This is an optimization exercise on Yosys and OpenROAD, whose aim is small area, a short achievable clock period and few clock cycles per item, not a production implementation. In this exercise RTL edits were held to simulation tests only and were not proved equivalent to the original. No activity file was given, so power comes from the tool's default toggle rates.

run a:
==> flow/design.v <==
module top(
    input start, op, reset, clock,
    input [31:0] data_a, data_b,
    output busy, ready,
    output [31:0] data_o
);
reg        act;    
reg        F;      
reg [28:0] X;      
reg        Un;     
reg [7:0]  Eb;     
reg        R;      
reg        K23;    
reg        GT;     
reg        BNZ;    
wire        sa = data_a[31];
wire        sb = data_b[31];
wire [7:0]  ea = data_a[30:23];
wire [7:0]  eb = data_b[30:23];
wire [23:0] ma = {1'b1, data_a[22:0]};
wire [23:0] mb = {1'b1, data_b[22:0]};
wire [8:0] dab = {1'b0, ea} - {1'b0, eb};
wire [8:0] dba = {1'b0, eb} - {1'b0, ea};
wire       ge  = ~dab[8];
wire       gt  = ge & (dab[7:0] != 8'd0);
wire [4:0] kab = (dab[7:0] > 8'd23) ? 5'd23 : dab[4:0];
wire [4:0] kba = (dba[7:0] > 8'd23) ? 5'd23 : dba[4:0];
wire [4:0] k   = ge ? kab : kba;
wire Fn   = F | ge;
wire negS = (sa & Fn) | (sb & ~Fn);    
wire nega = sa & ~Fn;                  
wire negb = sb & Fn;                   
wire sgnZ = negS ^ op;                 
wire [23:0] nmb = -mb;
wire [23:0] M   = ge ? ma : mb;
wire        special = (data_b == 32'h00000001);
wire [4:0]  ks  = (ea > 8'd23) ? 5'd23 : ea[4:0];
wire [23:0] mar;                                             
genvar gi;
generate for (gi = 0; gi < 24; gi = gi + 1) begin : rev
    assign mar[gi] = ma[23 - gi];
end endgenerate
wire        t23 = mar[ks];                                   
wire        tnz = |(mar[23:1] & ~((23'd1 << ks) - 23'd1));   
wire        s23 = t23 ^ (sa & tnz);                          
wire        cy  = op ? (s23 & tnz)
                     : (s23 | (sa & (ea == 8'd0) & (data_a[22:0] == 23'h000001)));
wire        nm  = act & X[28];
wire [23:0] Zlo = (sgnZ ^ negb ^ nm) ? nmb : mb;
wire [2:0]  Zh0 = ~special ? {3{sgnZ}} : sa ? (op ? 3'd6 : 3'd0) : (op ? 3'd1 : 3'd7);
wire [2:0]  Zh1 = ~special ? {3{sgnZ}} : sa ? (op ? 3'd7 : 3'd1) : (op ? 3'd0 : 3'd6);
wire [2:0]  Zhi = (cy ? Zh1 : Zh0) ^ {3{nm}};
wire [57:0] Zxw = {{29{Zhi[2]}}, Zhi, Zlo, 2'b00} >> k;
wire [28:0] Zx  = Zxw[28:0];
wire [27:0] Uc = {{3{nm}}, M ^ {24{nm}}, nm} + {Zx[28:2], nm};    
wire [26:0] U  = Uc[27:1];
wire done;
always @(posedge clock or posedge reset)
begin
    if (reset) begin
        act <= 1'b0;
        F   <= 1'b0;
    end else begin
        act <= start | (act & ~done);
        if (start)
            F <= Fn;
    end
end
wire [23:0] x    = gt ? mb : ma;
wire        negx = gt ? negb : nega;
wire        xd   = x[k];                                   
wire        xnz  = |(x & ((24'd1 << k) - 24'd1));
wire        r    = (k != 5'd23) & (xd ^ (negx & xnz));
wire        c    = op ^ sa ^ sb;
wire [7:0]  emin = GT ? eb : ea;
wire        negR = F ? sa : sb;      
wire        wrap = K23 & ~X[28] & X[26];
wire [2:0]  wj   = X[4:2] + {2'b00, BNZ};
wire        Uneg = Un | X[28];
wire [27:0] V    = X[27:0];
wire        Vnz  = |X;
wire [1:0]  lz   = V[27] ? 2'd0 : V[26] ? 2'd1 : V[25] ? 2'd2 : 2'd3;
assign      done = ~X[28] & (~Vnz | (V[27:24] != 4'd0));
always @(posedge clock)
begin
    X   <= (act & ~X[28]) ? {1'b0, V[23:0], 4'b0000} : {U, Zx[1:0]};
    Un  <= act & (Un | X[28]);
    Eb  <= act ? (X[28] ? Eb : Eb - 8'd4) : (gt ? eb : ea) + {3'b000, k} + 8'd2;
    R   <= r;
    K23 <= (k == 5'd23);
    GT  <= gt;
    BNZ <= (data_b[22:0] != 23'd0);
end
wire [27:0] Vn   = V << lz;
wire [21:0] f22  = wrap ? -{19'd0, wj} : Vn[25:4];
wire [1:0]  lze  = wrap ? 2'd2 : lz;                  
wire [7:0]  eo   = (~Vnz | (wrap & (wj == 3'd0))) ? emin : Eb - {6'd0, lze};
wire        sign = wrap ? (~negR | (wj == 3'd0))
                 : negR ? (~Uneg & Vnz) : Uneg;
wire [21:0] f22m = f22 - 22'd1;
wire [22:0] fo   = (c & R) ? {f22m, 1'b1} : {f22, R};
assign data_o = {sign, eo, fo};
assign ready  = act & done;
assign busy   = act & ~done;
endmodule
Settings: LEC_CHECK=0, CAP_MARGIN=20, CORE_MARGIN=2, CORE_UTILIZATION=50, GPL_TIMING_DRIVEN=0, SETUP_SLACK_MARGIN=0.8, SLEW_MARGIN=20; clock period 8.0 ns.
standard.sh (not shown) runs the stock make flow with config.mk's settings and CLKGATE_MAP_FILE= SYNTH_SCRIPT=/design/flow/synth_recipe.tcl, a recipe that flattens the netlist after the stock synthesis.
==> flow/flow/run.sh <==
#!/bin/bash
# Layout flow: the standard flow (standard.sh), with two changes.
# 1. Synthesis is ORFS's own synthesis script, run with a copy of the ORFS
#    scripts folder whose ABC mapping script (abc_speed.script, from this
#    folder) maps for a delay target, and without the full-adder cell
#    mapping (ADDER_MAP_FILE empty). Registers are mapped as before.
# 2. The port buffers are sky130_fd_sc_hd__buf_2 instead of the default
#    delay-cell buffer. Every port still gets its own buffer.
set -euo pipefail
here=$(pwd)
rm -rf "$here/scripts_abc"
cp -r "$FLOW_HOME/scripts" "$here/scripts_abc"
cp "$here/flow/abc_speed.script" "$here/scripts_abc/abc_speed.script"
export BUFFER_PORTS_ARGS="-buffer_cell sky130_fd_sc_hd__buf_2"
bash standard.sh SCRIPTS_DIR="$here/scripts_abc" ADDER_MAP_FILE= synth > synth_make.log 2>&1
bash standard.sh > standard_make.log 2>&1
==> flow/flow/abc_speed.script <==
strash
dch -f
map -D 4000
buffer -c
topo
upsize -c -D 4000
dnsize -c -D 4000
Testbench counts of run a, summed over its fixed seeds: cycles 6,476, items 3,200.
Setup changes, run a to run b
--- a/flow/design.v
+++ b/flow/design.v
@@ -6,4 +6,6 @@
 );
 reg        act;    
+reg        fst;    
+reg        CY;     
 reg        F;      
 reg [28:0] X;      
@@ -11,4 +13,5 @@
 reg [7:0]  Eb;     
 reg        R;      
+reg        CR;     
 reg        K23;    
 reg        GT;     
@@ -46,9 +49,10 @@
 wire        cy  = op ? (s23 & tnz)
                      : (s23 | (sa & (ea == 8'd0) & (data_a[22:0] == 23'h000001)));
-wire        nm  = act & X[28];
+wire        sp1 = fst & special;
+wire        nm  = act & X[28] & ~sp1;
 wire [23:0] Zlo = (sgnZ ^ negb ^ nm) ? nmb : mb;
 wire [2:0]  Zh0 = ~special ? {3{sgnZ}} : sa ? (op ? 3'd6 : 3'd0) : (op ? 3'd1 : 3'd7);
 wire [2:0]  Zh1 = ~special ? {3{sgnZ}} : sa ? (op ? 3'd7 : 3'd1) : (op ? 3'd0 : 3'd6);
-wire [2:0]  Zhi = (cy ? Zh1 : Zh0) ^ {3{nm}};
+wire [2:0]  Zhi = (CY ? Zh1 : Zh0) ^ {3{nm}};
 wire [57:0] Zxw = {{29{Zhi[2]}}, Zhi, Zlo, 2'b00} >> k;
 wire [28:0] Zx  = Zxw[28:0];
@@ -60,17 +64,19 @@
     if (reset) begin
         act <= 1'b0;
+        fst <= 1'b0;
         F   <= 1'b0;
     end else begin
         act <= start | (act & ~done);
+        fst <= start;
         if (start)
             F <= Fn;
     end
 end
-wire [23:0] x    = gt ? mb : ma;
-wire        negx = gt ? negb : nega;
-wire        xd   = x[k];                                   
-wire        xnz  = |(x & ((24'd1 << k) - 24'd1));
-wire        r    = (k != 5'd23) & (xd ^ (negx & xnz));
-wire        c    = op ^ sa ^ sb;
+wire [22:0] below = (23'd1 << k) - 23'd1;
+wire        nza  = |(data_a[22:0] & below);
+wire        nzb  = |(data_b[22:0] & below);
+wire        ra   = ma[k] ^ (nega & nza);
+wire        rb   = Zx[2] ^ ((sgnZ ^ nm) & nzb);
+wire        r    = (k != 5'd23) & (gt ? rb : ra);
 wire [7:0]  emin = GT ? eb : ea;
 wire        negR = F ? sa : sb;      
@@ -81,11 +87,13 @@
 wire        Vnz  = |X;
 wire [1:0]  lz   = V[27] ? 2'd0 : V[26] ? 2'd1 : V[25] ? 2'd2 : 2'd3;
-assign      done = ~X[28] & (~Vnz | (V[27:24] != 4'd0));
+assign      done = ~sp1 & ~X[28] & (~Vnz | (V[27:24] != 4'd0));
 always @(posedge clock)
 begin
-    X   <= (act & ~X[28]) ? {1'b0, V[23:0], 4'b0000} : {U, Zx[1:0]};
-    Un  <= act & (Un | X[28]);
-    Eb  <= act ? (X[28] ? Eb : Eb - 8'd4) : (gt ? eb : ea) + {3'b000, k} + 8'd2;
+    X   <= (act & ~X[28] & ~sp1) ? {1'b0, V[23:0], 4'b0000} : {U, Zx[1:0]};
+    Un  <= act & (Un | nm);
+    Eb  <= act ? ((X[28] | sp1) ? Eb : Eb - 8'd4) : (gt ? eb : ea) + {3'b000, k} + 8'd2;
     R   <= r;
+    CY  <= cy;
+    CR  <= r & (op ^ sa ^ sb);
     K23 <= (k == 5'd23);
     GT  <= gt;
@@ -99,5 +107,5 @@
                  : negR ? (~Uneg & Vnz) : Uneg;
 wire [21:0] f22m = f22 - 22'd1;
-wire [22:0] fo   = (c & R) ? {f22m, 1'b1} : {f22, R};
+wire [22:0] fo   = {CR ? f22m : f22, R};
 assign data_o = {sign, eo, fo};
 assign ready  = act & done;
## What came out
- Compared with run a, in run b highest clock frequency the design can meet fell 2.1%, cell area after placement fell about 3%, total number of vias fell 3.2%, total of clock buffers placed in the layout rose 1.
- Looking at biggest cell delay along the critical path, run b sits 30 ps above run a.
- Portion of the clock cycle consumed by the worst path in the final layout, run b and run a: smaller value in run a
- Power density over cell area of run b falls short of that of run a by a little under 10%.
- From run a to run b the numbers moved as follows: post-route cell area moved down; logic depth of the worst register-to-register path moved down; power dissipated in the clock network moved up; met3 routing resource usage after global routing moved up.
Testbench counts of run b, summed over its fixed seeds: cycles 6,476, items 3,200.

-- what the ideal ports hide --
No port has a modelled driver above. Below, the same layouts with a new extraction and two added sets of constraints.
Step 1 sets driving cells, clkbuf_16 on the clock port and buf_2 on the other inputs (assumed; they add their load-dependent delay and slew).
Step 2 adds t to the input delays and takes it off the output delays; t is the mean of the earliest and latest rising clock arrival at the registers after step 1. Input paths then give back, and output paths get back, about the clock's delay inside the block.
Three values: ideal ports, drivers, drivers and shift; two values: the first two.
run	shift t [ns]	setup slack, ns	slew at the worst register clock pin (ns)
run a	0.321	1.203 / 1.215 / 0.895	0.07 / 0.07
run b	0.327	1.056 / 1.072 / 0.745	0.07 / 0.07
After both steps every run listed still meets setup and hold. For run b, which loses most, drivers alone change the setup slack by +0.016 ns; drivers and shift together by -0.311 ns.
